This design comes from an exercise in tuning for small area on the open sky130 flow, not from production work. In this exercise RTL edits were held to simulation tests only and were not proved equivalent to the original. Power figures rest on the tool's default switching activity, not on a simulated workload.

File: design/flow/design.v
module add16(input [15:0] a, input [15:0] b, input ci, output [15:0] s, output co);
wire [16:0] c;
assign c[0] = ci;
genvar i;
generate
    for (i = 0; i < 16; i = i + 1) begin : b_
        mfa u (.a(a[i]), .b(b[i]), .c(c[i]), .s(s[i]), .co(c[i+1]));
    end
endgenerate
assign co = c[16];
endmodule
module inc16(input [15:0] a, output [15:0] s);
wire [15:0] c;
assign s[0] = ~a[0];
assign c[0] = a[0];
genvar i;
generate
    for (i = 1; i < 16; i = i + 1) begin : b_
        mha u (.a(a[i]), .b(c[i-1]), .s(s[i]), .co(c[i]));
    end
endgenerate
endmodule
module add16_4(input [15:0] a, input [3:0] b, output [15:0] s);
wire [15:0] c;
mha u0 (.a(a[0]), .b(b[0]), .s(s[0]), .co(c[0]));
genvar i;
generate
    for (i = 1; i < 4; i = i + 1) begin : f_
        mfa u (.a(a[i]), .b(b[i]), .c(c[i-1]), .s(s[i]), .co(c[i]));
    end
    for (i = 4; i < 16; i = i + 1) begin : h_
        mha u (.a(a[i]), .b(c[i-1]), .s(s[i]), .co(c[i]));
    end
endgenerate
endmodule
module mfa(input a, input b, input c, output s, output co);
assign s  = a ^ b ^ c;
assign co = (a & b) | (a & c) | (b & c);
endmodule
module mha(input a, input b, output s, output co);
assign s  = a ^ b;
assign co = a & b;
endmodule
module ao222n(input a, input b, input c, input d, input e, input f, output y);
assign y = ~((a & b) | (c & d) | (e & f));
endmodule
module oa22n(input a, input b, input c, input d, output y);
assign y = ~((a | b) & (c | d));
endmodule
module xor2m(input a, input b, output y);
assign y = a ^ b;
endmodule
module bsel(input onen, input twon, input neg, input xn, input yn, output q);
wire t;
oa22n u0 (.a(onen), .b(xn), .c(twon), .d(yn), .y(t));
xor2m u1 (.a(t), .b(neg), .y(q));
endmodule
module mul16(input [15:0] a, input [15:0] b, output [15:0] p);
wire [15:0] an = ~a;
wire one0 = b[0] ^ 1'b0;
wire two0 = (b[1] & ~b[0] & ~1'b0) | (~b[1] & b[0] & 1'b0);
wire neg0 = b[1];
wire onen0 = ~one0;
wire twon0 = ~two0;
wire q0_0 = one0 & a[0];
wire r0 = neg0 & ~q0_0;
wire q0_1; bsel g0_1 (.onen(onen0), .twon(twon0), .neg(neg0), .xn(an[1]), .yn(an[0]), .q(q0_1));
wire q0_2; bsel g0_2 (.onen(onen0), .twon(twon0), .neg(neg0), .xn(an[2]), .yn(an[1]), .q(q0_2));
wire q0_3; bsel g0_3 (.onen(onen0), .twon(twon0), .neg(neg0), .xn(an[3]), .yn(an[2]), .q(q0_3));
wire q0_4; bsel g0_4 (.onen(onen0), .twon(twon0), .neg(neg0), .xn(an[4]), .yn(an[3]), .q(q0_4));
wire q0_5; bsel g0_5 (.onen(onen0), .twon(twon0), .neg(neg0), .xn(an[5]), .yn(an[4]), .q(q0_5));
wire q0_6; bsel g0_6 (.onen(onen0), .twon(twon0), .neg(neg0), .xn(an[6]), .yn(an[5]), .q(q0_6));
wire q0_7; bsel g0_7 (.onen(onen0), .twon(twon0), .neg(neg0), .xn(an[7]), .yn(an[6]), .q(q0_7));
wire q0_8; bsel g0_8 (.onen(onen0), .twon(twon0), .neg(neg0), .xn(an[8]), .yn(an[7]), .q(q0_8));
wire q0_9; bsel g0_9 (.onen(onen0), .twon(twon0), .neg(neg0), .xn(an[9]), .yn(an[8]), .q(q0_9));
wire q0_10; bsel g0_10 (.onen(onen0), .twon(twon0), .neg(neg0), .xn(an[10]), .yn(an[9]), .q(q0_10));
wire q0_11; bsel g0_11 (.onen(onen0), .twon(twon0), .neg(neg0), .xn(an[11]), .yn(an[10]), .q(q0_11));
wire q0_12; bsel g0_12 (.onen(onen0), .twon(twon0), .neg(neg0), .xn(an[12]), .yn(an[11]), .q(q0_12));
wire q0_13; bsel g0_13 (.onen(onen0), .twon(twon0), .neg(neg0), .xn(an[13]), .yn(an[12]), .q(q0_13));
wire q0_14; bsel g0_14 (.onen(onen0), .twon(twon0), .neg(neg0), .xn(an[14]), .yn(an[13]), .q(q0_14));
wire q0_15; bsel g0_15 (.onen(onen0), .twon(twon0), .neg(neg0), .xn(an[15]), .yn(an[14]), .q(q0_15));
wire one1 = b[2] ^ b[1];
wire two1 = (b[3] & ~b[2] & ~b[1]) | (~b[3] & b[2] & b[1]);
wire neg1 = b[3];
wire onen1 = ~one1;
wire twon1 = ~two1;
wire q1_0 = one1 & a[0];
wire r1 = neg1 & ~q1_0;
wire q1_1; bsel g1_1 (.onen(onen1), .twon(twon1), .neg(neg1), .xn(an[1]), .yn(an[0]), .q(q1_1));
wire q1_2; bsel g1_2 (.onen(onen1), .twon(twon1), .neg(neg1), .xn(an[2]), .yn(an[1]), .q(q1_2));
wire q1_3; bsel g1_3 (.onen(onen1), .twon(twon1), .neg(neg1), .xn(an[3]), .yn(an[2]), .q(q1_3));
wire q1_4; bsel g1_4 (.onen(onen1), .twon(twon1), .neg(neg1), .xn(an[4]), .yn(an[3]), .q(q1_4));
wire q1_5; bsel g1_5 (.onen(onen1), .twon(twon1), .neg(neg1), .xn(an[5]), .yn(an[4]), .q(q1_5));
wire q1_6; bsel g1_6 (.onen(onen1), .twon(twon1), .neg(neg1), .xn(an[6]), .yn(an[5]), .q(q1_6));
wire q1_7; bsel g1_7 (.onen(onen1), .twon(twon1), .neg(neg1), .xn(an[7]), .yn(an[6]), .q(q1_7));
wire q1_8; bsel g1_8 (.onen(onen1), .twon(twon1), .neg(neg1), .xn(an[8]), .yn(an[7]), .q(q1_8));
wire q1_9; bsel g1_9 (.onen(onen1), .twon(twon1), .neg(neg1), .xn(an[9]), .yn(an[8]), .q(q1_9));
wire q1_10; bsel g1_10 (.onen(onen1), .twon(twon1), .neg(neg1), .xn(an[10]), .yn(an[9]), .q(q1_10));
wire q1_11; bsel g1_11 (.onen(onen1), .twon(twon1), .neg(neg1), .xn(an[11]), .yn(an[10]), .q(q1_11));
wire q1_12; bsel g1_12 (.onen(onen1), .twon(twon1), .neg(neg1), .xn(an[12]), .yn(an[11]), .q(q1_12));
wire q1_13; bsel g1_13 (.onen(onen1), .twon(twon1), .neg(neg1), .xn(an[13]), .yn(an[12]), .q(q1_13));
wire one2 = b[4] ^ b[3];
wire two2 = (b[5] & ~b[4] & ~b[3]) | (~b[5] & b[4] & b[3]);
wire neg2 = b[5];
wire onen2 = ~one2;
wire twon2 = ~two2;
wire q2_0 = one2 & a[0];
wire r2 = neg2 & ~q2_0;
wire q2_1; bsel g2_1 (.onen(onen2), .twon(twon2), .neg(neg2), .xn(an[1]), .yn(an[0]), .q(q2_1));
wire q2_2; bsel g2_2 (.onen(onen2), .twon(twon2), .neg(neg2), .xn(an[2]), .yn(an[1]), .q(q2_2));
wire q2_3; bsel g2_3 (.onen(onen2), .twon(twon2), .neg(neg2), .xn(an[3]), .yn(an[2]), .q(q2_3));
wire q2_4; bsel g2_4 (.onen(onen2), .twon(twon2), .neg(neg2), .xn(an[4]), .yn(an[3]), .q(q2_4));
wire q2_5; bsel g2_5 (.onen(onen2), .twon(twon2), .neg(neg2), .xn(an[5]), .yn(an[4]), .q(q2_5));
wire q2_6; bsel g2_6 (.onen(onen2), .twon(twon2), .neg(neg2), .xn(an[6]), .yn(an[5]), .q(q2_6));
wire q2_7; bsel g2_7 (.onen(onen2), .twon(twon2), .neg(neg2), .xn(an[7]), .yn(an[6]), .q(q2_7));
wire q2_8; bsel g2_8 (.onen(onen2), .twon(twon2), .neg(neg2), .xn(an[8]), .yn(an[7]), .q(q2_8));
wire q2_9; bsel g2_9 (.onen(onen2), .twon(twon2), .neg(neg2), .xn(an[9]), .yn(an[8]), .q(q2_9));
wire q2_10; bsel g2_10 (.onen(onen2), .twon(twon2), .neg(neg2), .xn(an[10]), .yn(an[9]), .q(q2_10));
wire q2_11; bsel g2_11 (.onen(onen2), .twon(twon2), .neg(neg2), .xn(an[11]), .yn(an[10]), .q(q2_11));
wire one3 = b[6] ^ b[5];
wire two3 = (b[7] & ~b[6] & ~b[5]) | (~b[7] & b[6] & b[5]);
wire neg3 = b[7];
wire onen3 = ~one3;
wire twon3 = ~two3;
wire q3_0 = one3 & a[0];
wire r3 = neg3 & ~q3_0;
wire q3_1; bsel g3_1 (.onen(onen3), .twon(twon3), .neg(neg3), .xn(an[1]), .yn(an[0]), .q(q3_1));
wire q3_2; bsel g3_2 (.onen(onen3), .twon(twon3), .neg(neg3), .xn(an[2]), .yn(an[1]), .q(q3_2));
wire q3_3; bsel g3_3 (.onen(onen3), .twon(twon3), .neg(neg3), .xn(an[3]), .yn(an[2]), .q(q3_3));
wire q3_4; bsel g3_4 (.onen(onen3), .twon(twon3), .neg(neg3), .xn(an[4]), .yn(an[3]), .q(q3_4));
wire q3_5; bsel g3_5 (.onen(onen3), .twon(twon3), .neg(neg3), .xn(an[5]), .yn(an[4]), .q(q3_5));
wire q3_6; bsel g3_6 (.onen(onen3), .twon(twon3), .neg(neg3), .xn(an[6]), .yn(an[5]), .q(q3_6));
wire q3_7; bsel g3_7 (.onen(onen3), .twon(twon3), .neg(neg3), .xn(an[7]), .yn(an[6]), .q(q3_7));
wire q3_8; bsel g3_8 (.onen(onen3), .twon(twon3), .neg(neg3), .xn(an[8]), .yn(an[7]), .q(q3_8));
wire q3_9; bsel g3_9 (.onen(onen3), .twon(twon3), .neg(neg3), .xn(an[9]), .yn(an[8]), .q(q3_9));
wire one4 = b[8] ^ b[7];
wire two4 = (b[9] & ~b[8] & ~b[7]) | (~b[9] & b[8] & b[7]);
wire neg4 = b[9];
wire onen4 = ~one4;
wire twon4 = ~two4;
wire q4_0 = one4 & a[0];
wire r4 = neg4 & ~q4_0;
wire q4_1; bsel g4_1 (.onen(onen4), .twon(twon4), .neg(neg4), .xn(an[1]), .yn(an[0]), .q(q4_1));
wire q4_2; bsel g4_2 (.onen(onen4), .twon(twon4), .neg(neg4), .xn(an[2]), .yn(an[1]), .q(q4_2));
wire q4_3; bsel g4_3 (.onen(onen4), .twon(twon4), .neg(neg4), .xn(an[3]), .yn(an[2]), .q(q4_3));
wire q4_4; bsel g4_4 (.onen(onen4), .twon(twon4), .neg(neg4), .xn(an[4]), .yn(an[3]), .q(q4_4));
wire q4_5; bsel g4_5 (.onen(onen4), .twon(twon4), .neg(neg4), .xn(an[5]), .yn(an[4]), .q(q4_5));
wire q4_6; bsel g4_6 (.onen(onen4), .twon(twon4), .neg(neg4), .xn(an[6]), .yn(an[5]), .q(q4_6));
wire q4_7; bsel g4_7 (.onen(onen4), .twon(twon4), .neg(neg4), .xn(an[7]), .yn(an[6]), .q(q4_7));
wire one5 = b[10] ^ b[9];
wire two5 = (b[11] & ~b[10] & ~b[9]) | (~b[11] & b[10] & b[9]);
wire neg5 = b[11];
wire onen5 = ~one5;
wire twon5 = ~two5;
wire q5_0 = one5 & a[0];
wire r5 = neg5 & ~q5_0;
wire q5_1; bsel g5_1 (.onen(onen5), .twon(twon5), .neg(neg5), .xn(an[1]), .yn(an[0]), .q(q5_1));
wire q5_2; bsel g5_2 (.onen(onen5), .twon(twon5), .neg(neg5), .xn(an[2]), .yn(an[1]), .q(q5_2));
wire q5_3; bsel g5_3 (.onen(onen5), .twon(twon5), .neg(neg5), .xn(an[3]), .yn(an[2]), .q(q5_3));
wire q5_4; bsel g5_4 (.onen(onen5), .twon(twon5), .neg(neg5), .xn(an[4]), .yn(an[3]), .q(q5_4));
wire q5_5; bsel g5_5 (.onen(onen5), .twon(twon5), .neg(neg5), .xn(an[5]), .yn(an[4]), .q(q5_5));
wire one6 = b[12] ^ b[11];
wire two6 = (b[13] & ~b[12] & ~b[11]) | (~b[13] & b[12] & b[11]);
wire neg6 = b[13];
wire onen6 = ~one6;
wire twon6 = ~two6;
wire q6_0 = one6 & a[0];
wire r6 = neg6 & ~q6_0;
wire q6_1; bsel g6_1 (.onen(onen6), .twon(twon6), .neg(neg6), .xn(an[1]), .yn(an[0]), .q(q6_1));
wire q6_2; bsel g6_2 (.onen(onen6), .twon(twon6), .neg(neg6), .xn(an[2]), .yn(an[1]), .q(q6_2));
wire q6_3; bsel g6_3 (.onen(onen6), .twon(twon6), .neg(neg6), .xn(an[3]), .yn(an[2]), .q(q6_3));
wire one7 = b[14] ^ b[13];
wire two7 = (b[15] & ~b[14] & ~b[13]) | (~b[15] & b[14] & b[13]);
wire neg7 = b[15];
wire onen7 = ~one7;
wire twon7 = ~two7;
wire q7_0 = one7 & a[0];
wire r7 = neg7 & ~q7_0;
wire q7_1; bsel g7_1 (.onen(onen7), .twon(twon7), .neg(neg7), .xn(an[1]), .yn(an[0]), .q(q7_1));
assign p[0] = q0_0;   
wire s1, c1; mha u1 (.a(q0_1), .b(r0), .s(s1), .co(c1));
assign p[1] = s1;   
wire s2, c2; mfa u2 (.a(q1_0), .b(q0_2), .c(c1), .s(s2), .co(c2));
assign p[2] = s2;   
wire s3, c3; mfa u3 (.a(q0_3), .b(q1_1), .c(r1), .s(s3), .co(c3));
wire s4, c4; mha u4 (.a(s3), .b(c2), .s(s4), .co(c4));
assign p[3] = s4;   
wire s5, c5; mfa u5 (.a(q2_0), .b(q0_4), .c(q1_2), .s(s5), .co(c5));
wire s6, c6; mfa u6 (.a(c3), .b(s5), .c(c4), .s(s6), .co(c6));
assign p[4] = s6;   
wire s7, c7; mfa u7 (.a(q0_5), .b(q1_3), .c(q2_1), .s(s7), .co(c7));
wire s8, c8; mfa u8 (.a(r2), .b(c5), .c(s7), .s(s8), .co(c8));
wire s9, c9; mha u9 (.a(s8), .b(c6), .s(s9), .co(c9));
assign p[5] = s9;   
wire s10, c10; mfa u10 (.a(q3_0), .b(q0_6), .c(q1_4), .s(s10), .co(c10));
wire s11, c11; mfa u11 (.a(q2_2), .b(c7), .c(s10), .s(s11), .co(c11));
wire s12, c12; mfa u12 (.a(c8), .b(s11), .c(c9), .s(s12), .co(c12));
assign p[6] = s12;   
wire s13, c13; mfa u13 (.a(q0_7), .b(q1_5), .c(q2_3), .s(s13), .co(c13));
wire s14, c14; mfa u14 (.a(q3_1), .b(r3), .c(c10), .s(s14), .co(c14));
wire s15, c15; mfa u15 (.a(s13), .b(c11), .c(s14), .s(s15), .co(c15));
wire s16, c16; mha u16 (.a(s15), .b(c12), .s(s16), .co(c16));
assign p[7] = s16;   
wire s17, c17; mfa u17 (.a(q4_0), .b(q0_8), .c(q1_6), .s(s17), .co(c17));
wire s18, c18; mfa u18 (.a(q2_4), .b(q3_2), .c(c13), .s(s18), .co(c18));
wire s19, c19; mfa u19 (.a(s17), .b(c14), .c(s18), .s(s19), .co(c19));
wire s20, c20; mfa u20 (.a(c15), .b(s19), .c(c16), .s(s20), .co(c20));
assign p[8] = s20;   
wire s21, c21; mfa u21 (.a(q0_9), .b(q1_7), .c(q2_5), .s(s21), .co(c21));
wire s22, c22; mfa u22 (.a(q3_3), .b(q4_1), .c(r4), .s(s22), .co(c22));
wire s23, c23; mfa u23 (.a(c17), .b(s21), .c(s22), .s(s23), .co(c23));
wire s24, c24; mfa u24 (.a(c18), .b(s23), .c(c19), .s(s24), .co(c24));
wire s25, c25; mha u25 (.a(s24), .b(c20), .s(s25), .co(c25));
assign p[9] = s25;   
wire s26, c26; mfa u26 (.a(q5_0), .b(q0_10), .c(q1_8), .s(s26), .co(c26));
wire s27, c27; mfa u27 (.a(q2_6), .b(q3_4), .c(q4_2), .s(s27), .co(c27));
wire s28, c28; mfa u28 (.a(c21), .b(c22), .c(s26), .s(s28), .co(c28));
wire s29, c29; mfa u29 (.a(s27), .b(c23), .c(s28), .s(s29), .co(c29));
wire s30, c30; mfa u30 (.a(s29), .b(c24), .c(c25), .s(s30), .co(c30));
assign p[10] = s30;   
wire s31, c31; mfa u31 (.a(q0_11), .b(q1_9), .c(q2_7), .s(s31), .co(c31));
wire s32, c32; mfa u32 (.a(q3_5), .b(q4_3), .c(q5_1), .s(s32), .co(c32));
wire s33, c33; mfa u33 (.a(r5), .b(c26), .c(c27), .s(s33), .co(c33));
wire s34, c34; mfa u34 (.a(s31), .b(s32), .c(c28), .s(s34), .co(c34));
wire s35, c35; mfa u35 (.a(s33), .b(c29), .c(s34), .s(s35), .co(c35));
wire s36, c36; mha u36 (.a(s35), .b(c30), .s(s36), .co(c36));
assign p[11] = s36;   
wire s37, c37; mfa u37 (.a(q6_0), .b(q0_12), .c(q1_10), .s(s37), .co(c37));
wire s38, c38; mfa u38 (.a(q2_8), .b(q3_6), .c(q4_4), .s(s38), .co(c38));
wire s39, c39; mfa u39 (.a(q5_2), .b(c31), .c(c32), .s(s39), .co(c39));
wire s40, c40; mfa u40 (.a(s37), .b(s38), .c(c33), .s(s40), .co(c40));
wire s41, c41; mfa u41 (.a(s39), .b(c34), .c(s40), .s(s41), .co(c41));
wire s42, c42; mfa u42 (.a(c35), .b(s41), .c(c36), .s(s42), .co(c42));
assign p[12] = s42;   
wire s43, c43; mfa u43 (.a(q0_13), .b(q1_11), .c(q2_9), .s(s43), .co(c43));
wire s44, c44; mfa u44 (.a(q3_7), .b(q4_5), .c(q5_3), .s(s44), .co(c44));
wire s45, c45; mfa u45 (.a(q6_1), .b(r6), .c(c37), .s(s45), .co(c45));
wire s46, c46; mfa u46 (.a(c38), .b(s43), .c(s44), .s(s46), .co(c46));
wire s47, c47; mfa u47 (.a(c39), .b(s45), .c(s46), .s(s47), .co(c47));
wire s48, c48; mfa u48 (.a(c40), .b(s47), .c(c41), .s(s48), .co(c48));
wire s49, c49; mha u49 (.a(s48), .b(c42), .s(s49), .co(c49));
assign p[13] = s49;   
wire s50, c50; mfa u50 (.a(q7_0), .b(q0_14), .c(q1_12), .s(s50), .co(c50));
wire s51, c51; mfa u51 (.a(q2_10), .b(q3_8), .c(q4_6), .s(s51), .co(c51));
wire s52, c52; mfa u52 (.a(q5_4), .b(q6_2), .c(c43), .s(s52), .co(c52));
wire s53, c53; mfa u53 (.a(c44), .b(s50), .c(s51), .s(s53), .co(c53));
wire s54, c54; mfa u54 (.a(c45), .b(c46), .c(s52), .s(s54), .co(c54));
wire s55, c55; mfa u55 (.a(s53), .b(c47), .c(s54), .s(s55), .co(c55));
wire s56, c56; mfa u56 (.a(s55), .b(c48), .c(c49), .s(s56), .co(c56));
assign p[14] = s56;   
wire x57 = q0_15 ^ q1_13;
wire x58 = q2_11 ^ q3_9;
wire x59 = q4_7 ^ q5_5;
wire x60 = q6_3 ^ q7_1;
wire x61 = r7 ^ x57;
wire x62 = x58 ^ x59;
wire x63 = x60 ^ c50;
wire x64 = c51 ^ x61;
wire x65 = x62 ^ x63;
wire x66 = x64 ^ c52;
wire x67 = c53 ^ x65;
wire x68 = x66 ^ x67;
wire x69 = c54 ^ x68;
wire x70 = x69 ^ c55;
wire x71 = x70 ^ c56;
assign p[15] = x71;   
endmodule
module rdport(input [15:0] sel, input [239:0] r, output [15:0] o);
genvar i;
generate
    for (i = 0; i < 16; i = i + 1) begin : b
        wire [4:0] x;
        ao222n u0 (sel[1],  r[  0+i], sel[2],  r[ 16+i], sel[3],  r[ 32+i], x[0]);
        ao222n u1 (sel[4],  r[ 48+i], sel[5],  r[ 64+i], sel[6],  r[ 80+i], x[1]);
        ao222n u2 (sel[7],  r[ 96+i], sel[8],  r[112+i], sel[9],  r[128+i], x[2]);
        ao222n u3 (sel[10], r[144+i], sel[11], r[160+i], sel[12], r[176+i], x[3]);
        ao222n u4 (sel[13], r[192+i], sel[14], r[208+i], sel[15], r[224+i], x[4]);
        assign o[i] = ~&x;
    end
endgenerate
endmodule
`timescale 1ns / 1ps
module part1(clk, rst, imem_addr, imem_data, dmem_addr, dmem_wdata, dmem_we, dmem_re, dmem_rdata, wb_we, wb_addr, wb_data);
input clk;
input rst;
output [15:0] imem_addr;
input  [15:0] imem_data;
output [15:0] dmem_addr;
output [15:0] dmem_wdata;
output dmem_we;
output dmem_re;
input  [15:0] dmem_rdata;
output wb_we;
output [3:0] wb_addr;
output [15:0] wb_data;
function [15:0] rev16;
    input [15:0] v;
    integer n;
    begin
        for (n = 0; n < 16; n = n + 1) rev16[n] = v[15-n];
    end
endfunction
reg [15:0] pc;
reg [15:0] a_x;      
reg [15:0] b_x;      
reg [15:0] npc_x;    
reg [3:0]  imm_x;    
reg [3:0]  op_x;     
reg [3:0]  wa_x;     
reg [15:0] res_m;
reg [15:0] sd_m;
reg [3:0]  wa_m;
reg        wen_m, we_m, re_m;
reg [15:0] wd_w;
reg [3:0]  wa_w;
reg        wen_w;
wire [15:0] wdr = wd_w & {16{~rst}};
wire [239:0] rf;
genvar gi;
generate
    for (gi = 1; gi < 16; gi = gi + 1) begin : g_rf
        reg [15:0] q;
        wire en = rst | (wen_w && wa_w == gi);
        wire [15:0] d = (gi == 1) ? (wdr | {13'd0, rst, 1'b0, rst}) : wdr;
        always @(posedge clk)
            if (en)
                q <= d;
        assign rf[(gi-1)*16 +: 16] = q;
    end
endgenerate
wire [15:0] inst = imem_data;
wire [3:0] op = inst[15:12];
wire [3:0] fA = inst[11:8];
wire [3:0] fB = inst[7:4];
wire [3:0] fC = inst[3:0];
wire d_sll = (op == 4'h4);
wire d_srl = (op == 4'h5);
wire d_sw  = (op == 4'h9);
wire d_beq = (op == 4'ha);
wire d_jr  = (op == 4'hb);
wire d_j   = (op == 4'hc);
wire d_jal = (op == 4'hd);
wire [3:0] ra2 = (d_sll | d_srl) ? 4'd0 : (d_sw | d_beq) ? fA : fC;
wire [15:0] sel1, sel2;
genvar gs;
generate
    for (gs = 0; gs < 16; gs = gs + 1) begin : g_sel
        assign sel1[gs] = (fB == gs);
        assign sel2[gs] = (ra2 == gs);
    end
endgenerate
wire [15:0] rd1, rd2;
rdport rp1 (.sel(sel1), .r(rf), .o(rd1));
rdport rp2 (.sel(sel2), .r(rf), .o(rd2));
wire x_beq = (op_x == 4'ha);
wire x_jal = (op_x == 4'hd);
wire x_mem = op_x[3];
wire x_sub = ~op_x[3] & ((op_x[2:0] == 3'd1) | (op_x[2:0] == 3'd6));
wire [15:0] xab = a_x ^ b_x;
wire zero_x;
wire [15:0] b2 = x_mem ? {12'd0, imm_x} : b_x;
wire [15:0] sum;
wire cout;
add16 u_add (.a(a_x), .b(b2 ^ {16{x_sub}}), .ci(x_sub), .s(sum), .co(cout));
assign zero_x = ~|xab;
wire le = ~cout | zero_x;
wire [15:0] prod;
mul16 u_mul (.a(a_x), .b(b_x), .p(prod));
wire s_sum = ~op_x[2] & ~op_x[1];                   
wire s_and = ~op_x[3] & (op_x[2:0] == 3'd2);
wire s_xor = ~op_x[3] & (op_x[2:0] == 3'd3);
wire s_mul = ~op_x[3] & op_x[2] & ~(op_x[1] ^ op_x[0]);    
wire s_srl = ~op_x[3] & (op_x[2:0] == 3'd5);
wire s_com = ~op_x[3] & (op_x[2:0] == 3'd6);
wire [15:0] res;
genvar gr;
generate
    for (gr = 0; gr < 16; gr = gr + 1) begin : g_res
        wire y0, y1;
        ao222n u0 (s_sum, sum[gr], s_xor, xab[gr], s_mul, prod[gr], y0);
        ao222n u1 (s_srl, prod[15-gr], x_jal, npc_x[gr], s_and, a_x[gr] & b_x[gr], y1);
        if (gr == 0)
            assign res[gr] = ~(y0 & y1) | (s_com & le);
        else
            assign res[gr] = ~(y0 & y1);
    end
endgenerate
wire taken = x_beq & zero_x;
wire [15:0] btgt, pc1;
add16_4 u_bt (.a(npc_x), .b(imm_x), .s(btgt));
inc16 u_inc (.a(pc), .s(pc1));
wire d_jmp = d_j | d_jal;
wire p_jr = ~rst & d_jr;
wire p_jp = ~rst & ~d_jr & d_jmp;
wire p_tk = ~rst & ~d_jr & ~d_jmp & taken;
wire p_nx = ~rst & ~d_jr & ~d_jmp & ~taken;
wire [15:0] pc_n;
genvar gp;
generate
    for (gp = 0; gp < 16; gp = gp + 1) begin : g_pc
        wire y0;
        if (gp < 12) begin : lo
            ao222n u0 (p_jr, rd1[gp], p_jp, inst[gp], p_tk, btgt[gp], y0);
            assign pc_n[gp] = ~y0 | (p_nx & pc1[gp]);
        end else begin : hi
            ao222n u0 (p_jr, rd1[gp], p_jp | p_nx, pc1[gp], p_tk, btgt[gp], y0);
            assign pc_n[gp] = ~y0;
        end
    end
endgenerate
wire x_wen = ~op_x[3] | (op_x == 4'h8) | x_jal;
always @(posedge clk) begin
    pc <= pc_n;
    a_x   <= d_srl ? rev16(rd1) : rd1;
    b_x   <= rd2 | ({16{d_sll | d_srl}} & (16'd1 << fC));
    npc_x <= pc1;
    imm_x <= fC;
    op_x  <= rst ? 4'hf : op;
    wa_x  <= d_jal ? 4'hf : fA;
    res_m <= res;
    sd_m  <= b_x;
    wa_m  <= wa_x;
    wen_m <= ~rst & x_wen & (wa_x != 4'd0);
    we_m  <= ~rst & (op_x == 4'h9);
    re_m  <= ~rst & (op_x == 4'h8);
    wd_w  <= re_m ? dmem_rdata : res_m;
    wa_w  <= wa_m;
    wen_w <= ~rst & wen_m;
end
assign imem_addr  = pc;
assign dmem_addr  = res_m;
assign dmem_wdata = sd_m;
assign dmem_we    = we_m;
assign dmem_re    = re_m;
assign wb_we      = wen_w;
assign wb_addr    = wa_w;
assign wb_data    = wd_w;
endmodule
File: design/flow/flow/run.sh
#!/bin/bash
# Layout: the standard ORFS flow (standard.sh), with two changes:
#  - the port buffers are the smallest buffer (buf_1) instead of ORFS's pick;
#  - the clock tree uses larger sink clusters and no dummy loads.
set -euo pipefail
export BUFFER_PORTS_ARGS="-buffer_cell sky130_fd_sc_hd__buf_1"
export CTS_ARGS="-sink_clustering_enable -repair_clock_nets -dont_use_dummy_load -sink_clustering_size 24 -sink_clustering_max_diameter 100 -buf_list sky130_fd_sc_hd__clkbuf_16"
bash standard.sh > standard.log 2>&1
File: design/flow/standard.sh
#!/bin/bash
# synth_recipe.tcl (not shown) runs the flow's synth.tcl, then flattens the netlist and writes it again
# the make line also repeats each setting of config.mk as NAME=value (left out here)
make -C /OpenROAD-flow-scripts/flow DESIGN_CONFIG=/design/flow/config.mk WORK_HOME=/design/flow/orfs CLKGATE_MAP_FILE= SYNTH_SCRIPT=/design/flow/synth_recipe.tcl "${@:-finish}"
File: design/flow/config.mk
export PLATFORM = sky130hd
export DESIGN_NAME = part1
export DESIGN_NICKNAME = part1
export VERILOG_FILES = /design/flow/design.v
export SDC_FILE = /design/flow/constraint.sdc
export NUM_CORES = 4
export LEC_CHECK = 0
export CAP_MARGIN = 0
export CORE_MARGIN = 2
export CORE_UTILIZATION = 40
export SLEW_MARGIN = 0
export SYNTH_HIERARCHICAL = 1
File: design/flow/constraint.sdc
create_clock -name core_clock -period 10.0 [get_ports {clk}]
set_input_delay 2.0000 -clock core_clock [delete_from_list [all_inputs] [get_ports {clk}]]
set_output_delay 2.0000 -clock core_clock [all_outputs]
set_load 0.01 [all_outputs]
==> metrics.cfg, run 1 <==
[worst_setup_path]
endpoint_kind = flop
startpoint_type = flop
cp_max_fo = 16
path_class = flop to flop
cp_data_required_time_ns = 10.42
arrival_ns = 8.76

[global_route]
track_usage_pct = 23.5
gr-total-overflow = 0
grt_max_degree = 28
antenna_found_initial = 0
grt_pass1_vias = 12900
grt_pass1_wl_mm = 83.1

[detailed_routing]
ant_nets = 0
num_vias = 13000
detail_route.drc_violations = 0
wl_mm = 56.2
post_drt_wl_per_cell_microns = 27.4
drtIter0Drc = 2120
dr.pass1.iters = 9
viasPerCell = 6.33

[layout]
syn2layout_area_growth_pct = 10.3
n_antenna_cell = 0
final_cells = 2056
drive_above_1_share_pct = 9.13
fin_nets = 1615

[power_and_ir_drop]
finalPower_w = 0.00640
power.leakage_nw = 7.48
ir_worst_vdd_mv = 0.568
p_per_area_mw_per_mm2 = 320

[floorplan]
die_area_sq_mm = 0.0471
rows = 78
die_h_microns = 217
io_pins = 105
initial_utilization_pct = 40.2
die_w_microns = 217
core_sq_mm = 0.0451

[sta]
fin_crit_sh_pct = 83.4
finalSetupViolations = 0
rsz0062_at_grt = no
whs_ns = 0.342
worstMarginPinSlew_ns = 1.25
relSlewSlack_pct = 16.2
fin_setup_tns_ns = 0
fin_ws_ns = 1.66
min_period_ns = 8.34
drv_slew = 0
fmax_mhz = 120
hold_violations = 0
clock_skew_ns = 0.0513

[clock_network]
cts_setup_buffers = 0
clk_pin_slew_worst_paths_ns = 0.10
cts_root_buf = clkbuf_16
worstSkewPairLatency_ns = 0.56
cts_max_level = 1
cts_buffer_depth = 3
cts.sinks = 376
numCtsBuffers = 21
cts_hold_buf = 0
cts_resized = 0
cts_tree = built

[logic_synthesis]
synth_nets = 1493
netlist_area_sq_mm = 0.0181
synth_warnings = 7
synth_area_per_cell_sq_um = 13.6
postSynthCellCount = 1336

[placed_design]
gp_congestion = 0.902
numPortBuffers = 104
dp_slack_ns = 1.77
hpwl_mm = 38.8
dp.cells = 2035

[outcome]
status = complete, no violations

[worst_hold_path]
hold_path_class = flop to flop

[flow_run]
maxCapViolCount = 0

[per-stage QoR]
stage / util [%] / cell area (sq um)
finish: 44.4 / 20000
global placement: 43.2 / 19500
detailed placement: 43.2 / 19500
floorplan: - / 18100
CTS: 44.4 / 20000
global route: 44.4 / 20000
[where the power goes]
part	switching, W	internal (W)	total [W]	leakage [nW]
Clock	0.000484	0.000375	0.000859	0.259
Combinational	0.00194	0.00155	0.00349	3.62
Sequential	0.000172	0.00188	0.00205	3.60
[registers in the layout, summed over array words and instances, names as in the netlist]
name,cells
pc,16
re_m,1
wd_w,16
g_rf.q,240
sd_m,16
res_m,16
b_x,16
op_x,4
wa_w,4
wen_m,1
wa_x,4
wen_w,1
npc_x,16
imm_x,4
wa_m,4
we_m,1
a_x,16
[path summary, 6_finish.rpt]
kind / endpoint / cells after the start / slack (ns) / from
setup / recovery: res_m[15] / 23 / 1.66 / op_x[1]
hold / removal: wa_w[2] / 0 / 0.34 / wa_m[2]
setup reg to reg: res_m[15] / 23 / 1.66 / op_x[1]
hold reg to reg: wa_w[2] / 0 / 0.34 / wa_m[2]
[layout make-up]
class / count / area, sq um
fillers: 4118 / 25100
repair buffers: 138 / 647
inverters: 45 / 169
well taps: 600 / 751
flip-flops and latches: 376 / 9930
clock buffers: 21 / 526
multi-input cells: 876 / 7990
[routing by layer]
| layer | wire (microns) | track usage [%] | vias up |
|---|---|---|---|
| met5 | 0 | 0 | - |
| met1 | 22600 | 30.8 | 6552 |
| met2 | 28100 | 41.0 | 650 |
| li1 | - | - | 5723 |
| met4 | 1470 | 7.08 | 0 |
| met3 | 4020 | 2.64 | 82 |
[placed cells by master, fill, tap and decap left out, drive strengths merged, types with 11 or more instances in the layout]
master / n
nand2b: 24
nor4: 21
nor2: 45
nand3: 42
dfxtp: 136
a21o: 11
clkbuf: 22
a222oi: 208
nand2: 48
edfxtp: 240
inv: 44
nor2b: 34
xnor2: 26
buf: 137
a21oi: 11
mux2: 32
xor2: 74
o21ai: 15
and3: 33
fa: 68
ha: 55
o22ai: 64
[worst max-delay path: stages (launching register included)]
cell and delay [ns]:
dfxtp_1 0.38, inv_1 0.08, ha_1 0.24, mux2i_1 0.18, nor2_2 0.07, buf_4 0.23
fa_1 0.41, fa_1 0.40, fa_1 0.42, fa_1 0.44, fa_1 0.41, fa_1 0.39
fa_1 0.39, fa_1 0.40, fa_1 0.41, fa_1 0.43, fa_1 0.42, fa_1 0.43
fa_1 0.41, fa_1 0.43, fa_1 0.40, fa_1 0.44, a222oi_1 0.33, nand2_1 0.09
==> run 2: changes to the inputs <==
--- a/design/flow/config.mk
+++ b/design/flow/config.mk
@@ -5,8 +5,8 @@
 export SDC_FILE = /design/flow/constraint.sdc
 export NUM_CORES = 4
 export LEC_CHECK = 0
-export CAP_MARGIN = 0
+export CAP_MARGIN = 20
 export CORE_MARGIN = 2
 export CORE_UTILIZATION = 40
-export SLEW_MARGIN = 0
+export SLEW_MARGIN = 20
 export SYNTH_HIERARCHICAL = 1
==> metrics.cfg, run 2 <==
[outcome]
status = complete, no violations

[clock_network]
cts_buffer_depth = 3
cts_resized = 0
clk_pin_slew_worst_paths_ns = 0.10
worstSkewPairLatency_ns = 0.56
numCtsBuffers = 21
cts_setup_buffers = 0
cts_root_buf = clkbuf_16
cts_tree = built
cts_max_level = 1
cts.sinks = 376
cts_hold_buf = 0

[worst_setup_path]
crit_family = adder cells
endpoint_kind = flop
r2r_slack_ns = 1.68
crit_chain = mux2i_1 -> nor2_2 -> buf_4 -> fa_1 -> fa_1 -> fa_1 -> fa_1 -> fa_1 -> fa_1 -> fa_1 -> fa_1 -> fa_1 -> fa_1 -> fa_1 -> fa_1 -> fa_1 -> fa_1 -> fa_1 -> fa_1 -> a222oi_1 -> nand2_1
cp.depth = 21
max_stage_delay_ns = 0.65
critPathSlowestCell = dfxtp_1
path_buf_inv = 1
cpMostUsedCell = fa_1
timing.rr.end = res_m[15]
path_class = flop to flop
r2r_start = op_x[2]
cp_max_fo = 16
r2r_cells = 21
arrival_ns = 8.76
cp_data_required_time_ns = 10.43
startpoint_type = flop

[floorplan]
initial_utilization_pct = 40.2
rows = 78
core_sq_mm = 0.0451
die_area_sq_mm = 0.0471
die_h_microns = 217
io_pins = 105
die_w_microns = 217

[layout]
fill_cells = 4143
drive_above_1_share_pct = 9.73
top_register = g_rf.q
seq_area_sq_mm = 0.00993
mostFrequentLayoutCells = edfxtp_1, a222oi_1, dfxtp_1, buf_1, xor2_1
fin_nets = 1618
largest_reg_flops = 240
final_util_pct = 44.5
n_antenna_cell = 0
syn2layout_area_growth_pct = 10.7
postLayoutCellArea_sq_mm = 0.0201
final_common_cell = edfxtp_1
multi_input_area_sq_mm = 0.00802

[detailed_routing]
num_vias = 13100
wl_mm = 56.4
viasPerCell = 6.38
dr.pass1.iters = 10
ant_nets = 0
detail_route.drc_violations = 0
drtIter0Drc = 2315
post_drt_wl_per_cell_microns = 27.4

[logic_synthesis]
synth_area_per_cell_sq_um = 13.6
netlist_area_sq_mm = 0.0181
synth_nets = 1493
postSynthCellCount = 1336
synth_warnings = 7

[flow_run]
maxCapViolCount = 0

[sta]
fmax_mhz = 120
fin_crit_sh_pct = 83.2
finalSetupViolations = 0
clock_skew_ns = 0.0559
min_period_ns = 8.32
drv_slew = 0
fin_setup_tns_ns = 0
worstMarginPinSlew_ns = 1.18
relSlewSlack_pct = 21.0
hold_violations = 0
rsz0062_at_grt = no

[power_and_ir_drop]
ir_worst_vdd_mv = 0.564
power.leakage_nw = 7.52
p_per_area_mw_per_mm2 = 320
finalPower_w = 0.00643

[worst_hold_path]
min-delay-start = wa_m[1]
whs_path_depth = 0
hold_path_end = wa_w[1]
hold_path_class = flop to flop

[global_route]
grt_pass1_vias = 12900
grt_max_degree = 28
track_usage_pct = 23.4
grt_pass1_wl_mm = 82.8
gr-total-overflow = 0
antenna_found_initial = 1

[placed_design]
placed_area_sq_mm = 0.0195
gp_congestion = 0.902
hpwl_mm = 39.0
numPortBuffers = 104

-- run 2: changes by cell type in the layout (fill, tap and decap cells not counted) --
cell,delta
nor2_1,-2
dfxtp_2,+1
nor2b_2,+3
nor3b_2,-2
buf_4,+1
nor3b_4,+2
a211oi_2,-1
dfxtp_1,-1
a211oi_4,+1
buf_6,+2
nor2_2,+2
nor2b_1,-3
-- run 2: cell type report --
| class | count | area share [%] |
|---|---|---|
| clock buffers | 21 | 2.62 |
| inverters | 45 | 0.841 |
| multi-input cells | 876 | 40.0 |
| flip-flops and latches | 376 | 49.5 |
| well taps | 600 | 3.74 |
| repair buffers | 141 | 3.37 |
-- run 2: report_power, final --
group | leakage [nW] | internal (W) | switching [W]
clock | 0.259 | 0.000375 | 0.000489
combinational | 3.66 | 0.00156 | 0.00197
sequential | 3.60 | 0.00188 | 0.000171
-- run 2: per-stage QoR --
| step | instances | setup WS (ns) | hold slack, ns |
|---|---|---|---|
| after floorplan | 1336 | 2.23 | 0.310 |
| after global placement | 2035 | 1.87 | 0.312 |
| after detailed placement | 2038 | 1.77 | 0.314 |
| after CTS | 2059 | 1.75 | 0.345 |
| after global routing | 2059 | 1.43 | 0.351 |
| final | 2059 | 1.68 | 0.344 |
-- run 2: worst max-delay path by stage --
stage                       start   endpoint  slack (ns)
after floorplan           op_x[1]  res_m[15]        2.23
after global placement    op_x[0]  res_m[15]        1.87
after detailed placement  op_x[1]  res_m[15]        1.77
after CTS                 op_x[1]  res_m[15]        1.75
after global routing      op_x[2]  res_m[15]        1.43
final                     op_x[2]  res_m[15]        1.68
-- run 2: worst register-to-register path: cells and delay by family (launching register included) --
| family | cells | cell delay, ns |
|---|---|---|
| muxes | 1 | 0.27 |
| buffers and inverters | 1 | 0.24 |
| AOI/OAI and AO/OA | 1 | 0.31 |
| adders and majority gates | 16 | 6.60 |
| DFF | 1 | 0.65 |
| and+or+nand+nor | 2 | 0.17 |
-- run 2: per-layer routing --
layer | GRT usage, % | part of all wire, % | up-vias
li1 | - | - | 5731
met1 | 30.7 | 40 | 6604
met2 | 40.7 | 50 | 704
met3 | 2.67 | 7.5 | 98
met4 | 7.37 | 3.1 | 0
met5 | 0 | 0 | -
==> run 3: changes to the inputs <==
==> design/flow/flow/run.sh (replaced) <==
#!/bin/bash
# Layout: the standard ORFS flow (standard.sh), with two changes:
#  - the port buffers are the smallest buffer (buf_1) instead of ORFS's pick;
#  - the clock tree uses larger sink clusters and no dummy loads.
set -euo pipefail
export BUFFER_PORTS_ARGS="-buffer_cell sky130_fd_sc_hd__buf_1"
export CTS_ARGS="-sink_clustering_enable -repair_clock_nets -dont_use_dummy_load -sink_clustering_size 28 -sink_clustering_max_diameter 120 -buf_list sky130_fd_sc_hd__clkbuf_16"
bash standard.sh > standard.log 2>&1
--- a/design/flow/config.mk
+++ b/design/flow/config.mk
@@ -5,8 +5,8 @@
 export SDC_FILE = /design/flow/constraint.sdc
 export NUM_CORES = 4
 export LEC_CHECK = 0
-export CAP_MARGIN = 20
+export CAP_MARGIN = 0
 export CORE_MARGIN = 2
 export CORE_UTILIZATION = 40
-export SLEW_MARGIN = 20
+export SLEW_MARGIN = 0
 export SYNTH_HIERARCHICAL = 1
==> metrics.cfg, run 3 <==
[outcome]
status = complete, no violations

[logic_synthesis]
synth_warnings = 7
netlist_area_sq_mm = 0.0181
synth_nets = 1493
postSynthCellCount = 1336
synth_area_per_cell_sq_um = 13.6

[power_and_ir_drop]
power.leakage_nw = 7.44
p_per_area_mw_per_mm2 = 317
ir_worst_vdd_mv = 0.571
finalPower_w = 0.00633

[layout]
syn2layout_area_growth_pct = 9.95
final_common_cell = edfxtp_1
mostFrequentLayoutCells = edfxtp_1, a222oi_1, dfxtp_1, buf_1, xor2_1
fin_nets = 1612
drive_above_1_share_pct = 8.95
fill_cells = 4125
postLayoutCellArea_sq_mm = 0.0199
top_register = g_rf.q
largest_reg_flops = 240

[global_route]
gr-total-overflow = 0
antenna_found_initial = 0
grt_pass1_vias = 12900
grt_pass1_wl_mm = 82.4
track_usage_pct = 23.3
grt_max_degree = 29

[sta]
finalSetupViolations = 0
fin_setup_tns_ns = 0
hold_violations = 0
relSlewSlack_pct = 17.7
fin_crit_sh_pct = 82.9
fmax_mhz = 121
rsz0062_at_grt = no
drv_slew = 0
worstMarginPinSlew_ns = 1.22
min_period_ns = 8.29
clock_skew_ns = 0.0284

[floorplan]
core_sq_mm = 0.0451
die_area_sq_mm = 0.0471
rows = 78
io_pins = 105
die_w_microns = 217
die_h_microns = 217
initial_utilization_pct = 40.2

[worst_setup_path]
r2r_start = op_x[1]
path_class = flop to flop
arrival_ns = 8.69
r2r_cells = 23
cp_data_required_time_ns = 10.40
timing.rr.end = res_m[15]
cp_max_fo = 16
startpoint_type = flop
r2r_slack_ns = 1.71
endpoint_kind = flop
worstSetupStartpoint = op_x[1]

[placed_design]
gp_congestion = 0.902
hpwl_mm = 38.8
numPortBuffers = 104
placed_area_sq_mm = 0.0195

[detailed_routing]
wl_mm = 55.8
viasPerCell = 6.33
post_drt_wl_per_cell_microns = 27.1
dr.pass1.iters = 8
num_vias = 13000
drtIter0Drc = 2180
detail_route.drc_violations = 0
ant_nets = 0

[clock_network]
cts_resized = 0
cts_hold_buf = 0
cts_root_buf = clkbuf_16
cts_buffer_depth = 3
worstSkewPairLatency_ns = 0.53
cts_setup_buffers = 0
cts_tree = built
cts_max_level = 1
clk_pin_slew_worst_paths_ns = 0.11
numCtsBuffers = 18
cts.sinks = 376

[worst_hold_path]
hold_path_end = wa_w[2]
min-delay-start = wa_m[2]
whs_path_depth = 0
hold_path_class = flop to flop

[flow_run]
maxCapViolCount = 0

run 3: changes by cell type in the layout (fill, tap and decap cells not counted), sizes merged:
cell,delta
buf,-3
clkbuf,-3
diode,+2
run 3: final cells by class:
cell class	instances	area, sq um	area share [%]
clock buffers	18	450	2.26
diodes	2	5.00	0.0251
flip-flops and latches	376	9930	49.8
inverters	45	169	0.847
well taps	600	751	3.76
repair buffers	138	647	3.24
multi-input cells	876	7990	40.1
run 3: metrics by stage:
step	setup slack [ns]	hold slack, ns	std cells	util [%]
5_1_grt	1.41	0.353	2053	44.2
3_5_place_dp	1.77	0.314	2035	43.2
4_1_cts	1.73	0.347	2053	44.2
3_3_place_gp	1.87	0.312	2035	43.2
6_report	1.71	0.345	2055	44.2
2_1_floorplan	2.23	0.310	1336	-
run 3: worst max-delay path by stage:
stage                 to  slack [ns]  depth (start not counted)
6_report       res_m[15]        1.71                         23
2_1_floorplan  res_m[15]        2.23                         23
5_1_grt        res_m[15]        1.41                         23
4_1_cts        res_m[15]        1.73                         23
3_5_place_dp   res_m[15]        1.77                         23
3_3_place_gp   res_m[15]        1.87                         23
run 3: per-layer routing:
metal / vias to the layer above / global-route usage (%) / wire length (microns)
met5: - / 0 / 0
met4: 0 / 7.53 / 1770
met3: 108 / 2.31 / 3850
met2: 651 / 40.5 / 27700
met1: 6524 / 30.5 / 22400
li1: 5723 / - / -
run 3: where the power goes:
group          leakage [nW]  switching, W  internal, W
clock                 0.222      0.000466     0.000325
sequential             3.60      0.000172      0.00188
combinational          3.62       0.00194      0.00155
run 3: critical path, stage by stage, from the launching register on:
cell and delay, ns:
dfxtp_1 0.39, inv_1 0.08, ha_1 0.24, mux2i_1 0.18, nor2_2 0.07, buf_4 0.23
fa_1 0.41, fa_1 0.40, fa_1 0.42, fa_1 0.43, fa_1 0.41, fa_1 0.39
fa_1 0.39, fa_1 0.40, fa_1 0.40, fa_1 0.43, fa_1 0.40, fa_1 0.43
fa_1 0.41, fa_1 0.42, fa_1 0.40, fa_1 0.44, a222oi_1 0.33, nand2_1 0.09
==> run 4: changes to the inputs <==
==> design/flow/flow/run.sh (replaced) <==
#!/bin/bash
# Layout: the standard ORFS flow (standard.sh), with two changes:
#  - the port buffers are the smallest buffer (buf_1) instead of ORFS's pick;
#  - the clock tree uses larger sink clusters and no dummy loads.
set -euo pipefail
export BUFFER_PORTS_ARGS="-buffer_cell sky130_fd_sc_hd__buf_1"
export CTS_ARGS="-sink_clustering_enable -repair_clock_nets -dont_use_dummy_load -sink_clustering_size 26 -sink_clustering_max_diameter 120 -buf_list sky130_fd_sc_hd__clkbuf_16"
bash standard.sh > standard.log 2>&1
==> metrics.cfg, run 4 <==
[outcome]
status = complete, no violations

[worst_setup_path]
cp_data_required_time_ns = 10.41
cp_max_fo = 16
arrival_ns = 8.71
path_class = flop to flop
r2r_cells = 23
startpoint_type = flop
r2r_start = op_x[1]
endpoint_kind = flop
worstSetupStartpoint = op_x[1]

[power_and_ir_drop]
p_per_area_mw_per_mm2 = 317
finalPower_w = 0.00633
power.leakage_nw = 7.46
pwr-share-comb_pct = 54.9
p_switching_w = 0.00257
p_seq_share_pct = 32.4
ir_worst_vdd_mv = 0.573
p_sw_share_pct = 40.5
power.internal_w = 0.00377
clkPwrFrac_pct = 12.7

[sta]
drv_slew = 0
relSlewSlack_pct = 12.5
fin_ws_ns = 1.70
hold_violations = 0
clock_skew_ns = 0.0274
min_period_ns = 8.30
worstMarginPinSlew_ns = 1.30
finalSetupViolations = 0
rsz0062_at_grt = no
fin_crit_sh_pct = 83.0
fin_setup_tns_ns = 0
fmax_mhz = 120

[placed_design]
dp_slack_ns = 1.77
hpwl_mm = 38.8
gp_congestion = 0.902
numPortBuffers = 104

[layout]
n_antenna_cell = 0
fin_nets = 1613
drive_above_1_share_pct = 9.01
top_register = g_rf.q
final_common_cell = edfxtp_1
fill_cells = 4127
multi_input_area_sq_mm = 0.00799
mostFrequentLayoutCells = edfxtp_1, a222oi_1, dfxtp_1, buf_1, xor2_1
syn2layout_area_growth_pct = 10.1
largest_reg_flops = 240
seq_area_sq_mm = 0.00993

[clock_network]
numCtsBuffers = 19
cts.sinks = 376
cts_max_level = 1
worstSkewPairLatency_ns = 0.53
cts_root_buf = clkbuf_16
clk_pin_slew_worst_paths_ns = 0.09
cts_setup_buffers = 0
cts_buffer_depth = 3
cts_resized = 0
cts_tree = built
cts_hold_buf = 0

[global_route]
grt_pass1_wl_mm = 82.5
grt_pass1_vias = 13000
grt_max_degree = 28
antenna_found_initial = 0
gr-total-overflow = 0
track_usage_pct = 23.3

[floorplan]
die_w_microns = 217
initial_utilization_pct = 40.2
die_area_sq_mm = 0.0471
die_h_microns = 217
rows = 78
io_pins = 105
core_sq_mm = 0.0451

[detailed_routing]
num_vias = 13000
ant_nets = 0
post_drt_wl_per_cell_microns = 27.2
viasPerCell = 6.32
detail_route.drc_violations = 0
wl_mm = 55.9
dr.pass1.iters = 7
drtIter0Drc = 2162

[logic_synthesis]
synth_nets = 1493
netlist_area_sq_mm = 0.0181
synth_area_per_cell_sq_um = 13.6
postSynthCellCount = 1336
synth_warnings = 7

[worst_hold_path]
whs_path_depth = 0
min-delay-start = wa_m[2]
hold_path_class = flop to flop

[flow_run]
maxCapViolCount = 0

## run 4: power groups by stage
stage / logic (W) / registers, W / clock network (W)
2_1_floorplan: 0.00301 / 0.00206 / 0
3_3_place_gp: 0.00339 / 0.00208 / 0
3_5_place_dp: 0.00341 / 0.00208 / 0
4_1_cts: 0.00347 / 0.00205 / 0.000826
5_1_grt: 0.00377 / 0.00207 / 0.000876
6_report: 0.00348 / 0.00205 / 0.000805
## run 4: layer usage
metal | vias up | global-route usage, % | wire (microns)
met5 | - | 0 | 0
met4 | 0 | 7.44 | 1560
met3 | 100 | 2.22 | 3700
met2 | 623 | 40.7 | 28000
met1 | 6543 | 30.6 | 22600
li1 | 5720 | - | -
## run 4: critical path, stage by stage, from the launching register on
cell and delay, ns:
dfxtp_1 0.38, inv_1 0.08, ha_1 0.24, mux2i_1 0.18, nor2_2 0.07, buf_4 0.23
fa_1 0.41, fa_1 0.40, fa_1 0.42, fa_1 0.44, fa_1 0.41, fa_1 0.39
fa_1 0.39, fa_1 0.41, fa_1 0.40, fa_1 0.42, fa_1 0.41, fa_1 0.43
fa_1 0.41, fa_1 0.43, fa_1 0.40, fa_1 0.44, a222oi_1 0.33, nand2_1 0.09
## run 4: final timing paths
path	slack (ns)	to
setup / recovery	1.70	res_m[15]
hold reg to reg	0.34	wa_w[2]
setup reg to reg	1.70	res_m[15]
hold / removal	0.34	wa_w[2]
## run 4: through the flow
step	hold slack (ns)	util (%)	cells	instance area (sq um)
after detailed placement	0.314	43.2	2035	19500
after global placement	0.312	43.2	2035	19500
after floorplan	0.310	-	1336	18100
final	0.341	44.3	2054	20000
after global routing	0.351	44.3	2054	20000
after CTS	0.343	44.3	2054	20000
## run 4: layout make-up
cell class                 instances  share of cell area, %
sequential                       376                   49.7
multi-input combinational        876                   40.0
tap                              600                   3.76
timing repair buffer             138                   3.24
clock buffer                      19                   2.38
inverter                          45                  0.846
==> run 5: changes to the inputs <==
--- a/design/flow/design.v
+++ b/design/flow/design.v
@@ -265,7 +265,7 @@
 wire x71 = x70 ^ c56;
 assign p[15] = x71;   
 endmodule
-module rdport(input [15:0] sel, input [239:0] r, output [15:0] o);
+module rdport(input [15:0] sel, input [239:0] r, output [79:0] xo);
 genvar i;
 generate
     for (i = 0; i < 16; i = i + 1) begin : b
@@ -275,7 +275,7 @@
         ao222n u2 (sel[7],  r[ 96+i], sel[8],  r[112+i], sel[9],  r[128+i], x[2]);
         ao222n u3 (sel[10], r[144+i], sel[11], r[160+i], sel[12], r[176+i], x[3]);
         ao222n u4 (sel[13], r[192+i], sel[14], r[208+i], sel[15], r[224+i], x[4]);
-        assign o[i] = ~&x;
+        assign xo[5*i +: 5] = x;
     end
 endgenerate
 endmodule
@@ -349,9 +349,19 @@
         assign sel2[gs] = (ra2 == gs);
     end
 endgenerate
-wire [15:0] rd1, rd2;
-rdport rp1 (.sel(sel1), .r(rf), .o(rd1));
-rdport rp2 (.sel(sel2), .r(rf), .o(rd2));
+wire [79:0] x1, x2;
+rdport rp1 (.sel(sel1), .r(rf), .xo(x1));
+rdport rp2 (.sel(sel2), .r(rf), .xo(x2));
+wire [15:0] oh = {16{d_sll | d_srl}} & (16'd1 << fC);
+wire [15:0] rd1, rd2, b_n;
+genvar go;
+generate
+    for (go = 0; go < 16; go = go + 1) begin : g_rd
+        assign rd1[go] = ~&x1[5*go +: 5];
+        assign rd2[go] = ~&x2[5*go +: 5];
+        assign b_n[go] = ~&x2[5*go +: 5] | oh[go];
+    end
+endgenerate
 wire x_beq = (op_x == 4'ha);
 wire x_jal = (op_x == 4'hd);
 wire x_mem = op_x[3];
@@ -412,10 +422,10 @@
 always @(posedge clk) begin
     pc <= pc_n;
     a_x   <= d_srl ? rev16(rd1) : rd1;
-    b_x   <= rd2 | ({16{d_sll | d_srl}} & (16'd1 << fC));
+    b_x   <= b_n;
     npc_x <= pc1;
     imm_x <= fC;
-    op_x  <= rst ? 4'hf : op;
+    op_x  <= op | {rst, rst, rst, 1'b0};    
     wa_x  <= d_jal ? 4'hf : fA;
     res_m <= res;
     sd_m  <= b_x;
==> design/flow/flow/run.sh (replaced) <==
#!/bin/bash
# Layout: the standard ORFS flow (standard.sh), with two changes:
#  - the port buffers are the smallest buffer (buf_1) instead of ORFS's pick;
#  - the clock tree uses larger sink clusters and no dummy loads.
set -euo pipefail
export BUFFER_PORTS_ARGS="-buffer_cell sky130_fd_sc_hd__buf_1"
export CTS_ARGS="-sink_clustering_enable -repair_clock_nets -dont_use_dummy_load -sink_clustering_size 28 -sink_clustering_max_diameter 120 -buf_list sky130_fd_sc_hd__clkbuf_16"
bash standard.sh > standard.log 2>&1
--- a/design/flow/config.mk
+++ b/design/flow/config.mk
@@ -7,6 +7,6 @@
 export LEC_CHECK = 0
 export CAP_MARGIN = 0
 export CORE_MARGIN = 2
-export CORE_UTILIZATION = 40
+export CORE_UTILIZATION = 60
 export SLEW_MARGIN = 0
 export SYNTH_HIERARCHICAL = 1
==> metrics.cfg, run 5 <==
[floorplan]
die_h_microns = 178
die_area_sq_mm = 0.0315
core_sq_mm = 0.0296
rows = 63
die_w_microns = 178
initial_utilization_pct = 61.0
io_pins = 105

[clock_network]
cts_hold_buf = 0
worstSkewPairLatency_ns = 0.53
cts_max_level = 1
cts_root_buf = clkbuf_16
numCtsBuffers = 17
cts_buffer_depth = 3
cts_resized = 0
cts_setup_buffers = 0
cts_tree = built
clk_pin_slew_worst_paths_ns = 0.11
cts.sinks = 376

[global_route]
track_usage_pct = 34.1
grt_pass1_vias = 12500
grt_max_degree = 30
grt_pass1_wl_mm = 79.6
gr-total-overflow = 0
antenna_found_initial = 1

[worst_hold_path]
hold_path_end = wa_w[3]
whs_path_depth = 0
min-delay-start = wa_m[3]
hold_path_class = flop to flop

[worst_setup_path]
r2r_start = op_x[1]
r2r_cells = 23
cp_max_fo = 17
arrival_ns = 9.19
path_class = flop to flop
endpoint_kind = flop
timing.rr.end = res_m[15]
startpoint_type = flop
r2r_slack_ns = 1.20
cp_data_required_time_ns = 10.39

[layout]
final_common_cell = edfxtp_1
largest_reg_flops = 240
top_register = g_rf.q
mostFrequentLayoutCells = edfxtp_1, a222oi_1, dfxtp_1, buf_1, xor2_1
seq_area_sq_mm = 0.00993
fill_cells = 2290
multi_input_area_sq_mm = 0.00792
fin_nets = 1598
syn2layout_area_growth_pct = 8.49
drive_above_1_share_pct = 8.96

[sta]
drv_slew = 0
clock_skew_ns = 0.0431
whs_ns = 0.341
finalSetupViolations = 0
min_period_ns = 8.80
fmax_mhz = 114
relSlewSlack_pct = 17.8
fin_setup_tns_ns = 0
hold_violations = 0
fin_ws_ns = 1.20
worstMarginPinSlew_ns = 1.23
rsz0062_at_grt = no
fin_crit_sh_pct = 88.0

[logic_synthesis]
synth_warnings = 7
synth_nets = 1475
netlist_area_sq_mm = 0.0181
postSynthCellCount = 1318
synth_area_per_cell_sq_um = 13.7

[placed_design]
dp_slack_ns = 1.33
numPortBuffers = 104
gp_congestion = 0.947
hpwl_mm = 39.1

[flow_run]
maxCapViolCount = 0

[detailed_routing]
drtIter0Drc = 2390
ant_nets = 0
detail_route.drc_violations = 0
num_vias = 13200
wl_mm = 54.2
post_drt_wl_per_cell_microns = 29.6
viasPerCell = 7.20
dr.pass1.iters = 10

[outcome]
status = complete, no violations

[power_and_ir_drop]
ir_worst_vdd_mv = 0.621
p_per_area_mw_per_mm2 = 314
power.leakage_nw = 7.35

run 5: power breakdown:
group	leakage [nW]	switching (W)	internal [W]
clock	0.209	0.000449	0.000307
combinational	3.54	0.00196	0.00146
sequential	3.60	0.000135	0.00185
run 5: layout make-up:
type	count	share of cell area [%]
inverter	45	0.861
timing repair buffer	143	3.48
clock buffer	17	2.17
antenna	1	0.0128
sequential	376	50.6
multi-input combinational	858	40.4
tap	390	2.49
run 5: worst max-delay path by stage:
stage,slack [ns],end,startpoint,cells past startpoint
floorplan,2.23,res_m[15],op_x[1],23
global placement,1.49,res_m[15],op_x[1],23
detailed placement,1.33,res_m[15],op_x[1],23
CTS,1.27,res_m[15],op_x[1],23
global route,0.86,res_m[15],op_x[2],21
finish,1.20,res_m[15],op_x[1],23
run 5: metrics by stage:
step / total power, W / util (%) / cells / cell area, sq um
after floorplan: 0.00483 / - / 1318 / 18100
after global placement: 0.00533 / 64.7 / 1812 / 19200
after global routing: 0.00644 / 66.2 / 1829 / 19600
final: 0.00616 / 66.2 / 1830 / 19600
after detailed placement: 0.00537 / 64.7 / 1812 / 19200
after CTS: 0.00613 / 66.2 / 1829 / 19600
run 5: per-layer routing:
metal	track usage [%]	share of wire [%]
met5	0	0
met2	57.4	49
met4	7.17	2.4
met1	47.1	39
met3	5.31	10
run 5: worst max-delay path, cell delays in order (launching register included):
cell	delay (ns)
dfxtp_1	0.36
inv_1	0.08
ha_1	0.21
mux2i_1	0.10
nor2_2	0.79
xnor2_1	0.22
fa_1	0.46
fa_1	0.42
fa_1	0.43
fa_1	0.41
fa_1	0.40
fa_1	0.40
fa_1	0.39
fa_1	0.39
fa_1	0.40
fa_1	0.39
fa_1	0.38
fa_1	0.40
fa_1	0.40
fa_1	0.38
fa_1	0.40
fa_1	0.43
a222oi_1	0.31
nand2_1	0.10
==> run 6: changes to the inputs <==
--- a/design/flow/config.mk
+++ b/design/flow/config.mk
@@ -7,6 +7,6 @@
 export LEC_CHECK = 0
 export CAP_MARGIN = 0
 export CORE_MARGIN = 2
-export CORE_UTILIZATION = 60
+export CORE_UTILIZATION = 40
 export SLEW_MARGIN = 0
 export SYNTH_HIERARCHICAL = 1
==> metrics.cfg, run 6 <==
[outcome]
status = complete, no violations

[power_and_ir_drop]
p_per_area_mw_per_mm2 = 307
power.leakage_nw = 7.37
p_sw_share_pct = 40.6
pwr-share-comb_pct = 54.0
p_seq_share_pct = 32.8
ir_worst_vdd_mv = 0.491
power.internal_w = 0.00363
clkPwrFrac_pct = 13.2
p_switching_w = 0.00248
finalPower_w = 0.00611

[layout]
n_antenna_cell = 0
final_util_pct = 44.8
mostFrequentLayoutCells = edfxtp_1, a222oi_1, dfxtp_1, buf_1, xor2_1
drive_above_1_share_pct = 9.16
top_register = g_rf.q
final_common_cell = edfxtp_1
final_cells = 2033
largest_reg_flops = 240
fill_cells = 4045
syn2layout_area_growth_pct = 9.98
fin_nets = 1600

[worst_setup_path]
path_class = flop to flop
r2r_cells = 24
cp_data_required_time_ns = 10.41
cp_max_fo = 17
arrival_ns = 8.82
endpoint_kind = flop
startpoint_type = flop

[sta]
finalSetupViolations = 0
drv_slew = 0
fin_crit_sh_pct = 84.1
fin_ws_ns = 1.59
rsz0062_at_grt = no
hold_violations = 0
worstMarginPinSlew_ns = 1.31
min_period_ns = 8.41
clock_skew_ns = 0.0768
fmax_mhz = 119
fin_setup_tns_ns = 0
relSlewSlack_pct = 12.4

[logic_synthesis]
synth_nets = 1475
netlist_area_sq_mm = 0.0181
synth_warnings = 7
synth_area_per_cell_sq_um = 13.7
postSynthCellCount = 1318

[floorplan]
core_sq_mm = 0.0444
die_w_microns = 217
initial_utilization_pct = 40.7
rows = 77
die_area_sq_mm = 0.0469
die_h_microns = 217
io_pins = 105

[global_route]
track_usage_pct = 24.2
grt_max_degree = 30
grt_pass1_wl_mm = 84.6
gr-total-overflow = 0
antenna_found_initial = 1
grt_pass1_vias = 12800

[detailed_routing]
dr.pass1.iters = 10
viasPerCell = 6.52
detail_route.drc_violations = 0
wl_mm = 58.1
drtIter0Drc = 2281
ant_nets = 0
num_vias = 13300
post_drt_wl_per_cell_microns = 28.6

[placed_design]
gp_congestion = 0.927
dp.cells = 2015
dp_slack_ns = 1.68
numPortBuffers = 104
hpwl_mm = 41.4

[clock_network]
worstSkewPairLatency_ns = 0.57
cts_buffer_depth = 3
numCtsBuffers = 18
cts_root_buf = clkbuf_16
cts_hold_buf = 0
cts_setup_buffers = 0
cts_resized = 0
cts.sinks = 376
cts_tree = built
cts_max_level = 1
clk_pin_slew_worst_paths_ns = 0.11

[flow_run]
maxCapViolCount = 0

[worst_hold_path]
hold_path_class = flop to flop
whs_path_depth = 0

-- run 6: worst paths after layout --
kind / start / to / slack [ns]
max: op_x[1] / res_m[15] / 1.59
min: wa_m[2] / wa_w[2] / 0.34
min reg2reg: wa_m[2] / wa_w[2] / 0.34
max reg2reg: op_x[1] / res_m[15] / 1.59
-- run 6: routing by layer --
metal | up-vias | routed length (microns) | GRT usage [%]
li1 | 5700 | - | -
met5 | - | 0 | 0
met2 | 692 | 28200 | 40.8
met4 | 0 | 1530 | 6.07
met3 | 96 | 4650 | 3.37
met1 | 6762 | 23800 | 32.9
-- run 6: critical path, cell delays in order (launching register included) --
cell      delay (ns)
dfxtp_1         0.40
inv_1           0.08
ha_1            0.23
mux2i_1         0.17
nor2_2          0.04
buf_4           0.23
xnor2_1         0.18
fa_1            0.41
fa_1            0.41
fa_1            0.41
fa_1            0.42
fa_1            0.40
fa_1            0.39
fa_1            0.39
fa_1            0.39
fa_1            0.39
fa_1            0.42
fa_1            0.40
fa_1            0.41
fa_1            0.42
fa_1            0.44
fa_1            0.40
fa_1            0.43
a222oi_1        0.32
nand2_1         0.10
-- run 6: per-stage QoR --
| stage | hold slack, ns | instance area (sq um) |
|---|---|---|
| 6_report | 0.341 | 19900 |
| 3_5_place_dp | 0.313 | 19400 |
| 4_1_cts | 0.334 | 19900 |
| 5_1_grt | 0.347 | 19900 |
| 2_1_floorplan | 0.310 | 18100 |
| 3_3_place_gp | 0.311 | 19400 |
-- run 6: power by group through the flow --
stage                     Clock (W)  Combinational (W)  Sequential [W]
after global routing       0.000876            0.00358         0.00202
after detailed placement          0            0.00321         0.00204
final                      0.000807            0.00330         0.00200
after CTS                  0.000827            0.00326         0.00200
after global placement            0            0.00321         0.00203
after floorplan                   0            0.00281         0.00202
-- run 6: final cells by class --
type | instances | area (sq um) | share of cell area, %
timing repair buffer | 144 | 692 | 3.48
tap | 592 | 741 | 3.72
inverter | 45 | 169 | 0.849
clock buffer | 18 | 450 | 2.27
sequential | 376 | 9930 | 49.9
multi-input combinational | 858 | 7910 | 39.8

-- static timing again, ports no longer ideal --
How much do the figures lean on ideal ports? The routed layouts below were timed once more, with nothing changed but the port constraints.
Step 1 sets driving cells, clkbuf_16 on the clock port and buf_2 on the other inputs (assumed; they add their load-dependent delay and slew).
Step 2 moves the port delays by t, midway between the first and last clock arrival at a register: inputs arrive t later, outputs are due t later. That takes back most of the time a late clock gives input paths.
Three values: no drivers, after step 1, after step 2; two values: the first two.
run | shift t [ns] | slack for setup (ns) | latest minus earliest clock arrival (ns)
run 1 | 0.585 | 1.665 / 1.665 / 1.665 | 0.058 / 0.058
run 2 | 0.592 | 1.676 / 1.676 / 1.676 | 0.059 / 0.059
run 3 | 0.571 | 1.709 / 1.709 / 1.709 | 0.033 / 0.033
run 4 | 0.572 | 1.700 / 1.700 / 1.700 | 0.031 / 0.031
run 5 | 0.564 | 1.204 / 1.204 / 1.204 | 0.044 / 0.044
run 6 | 0.587 | 1.592 / 1.592 / 1.592 | 0.078 / 0.078
After both steps setup and hold are still met in every run listed.
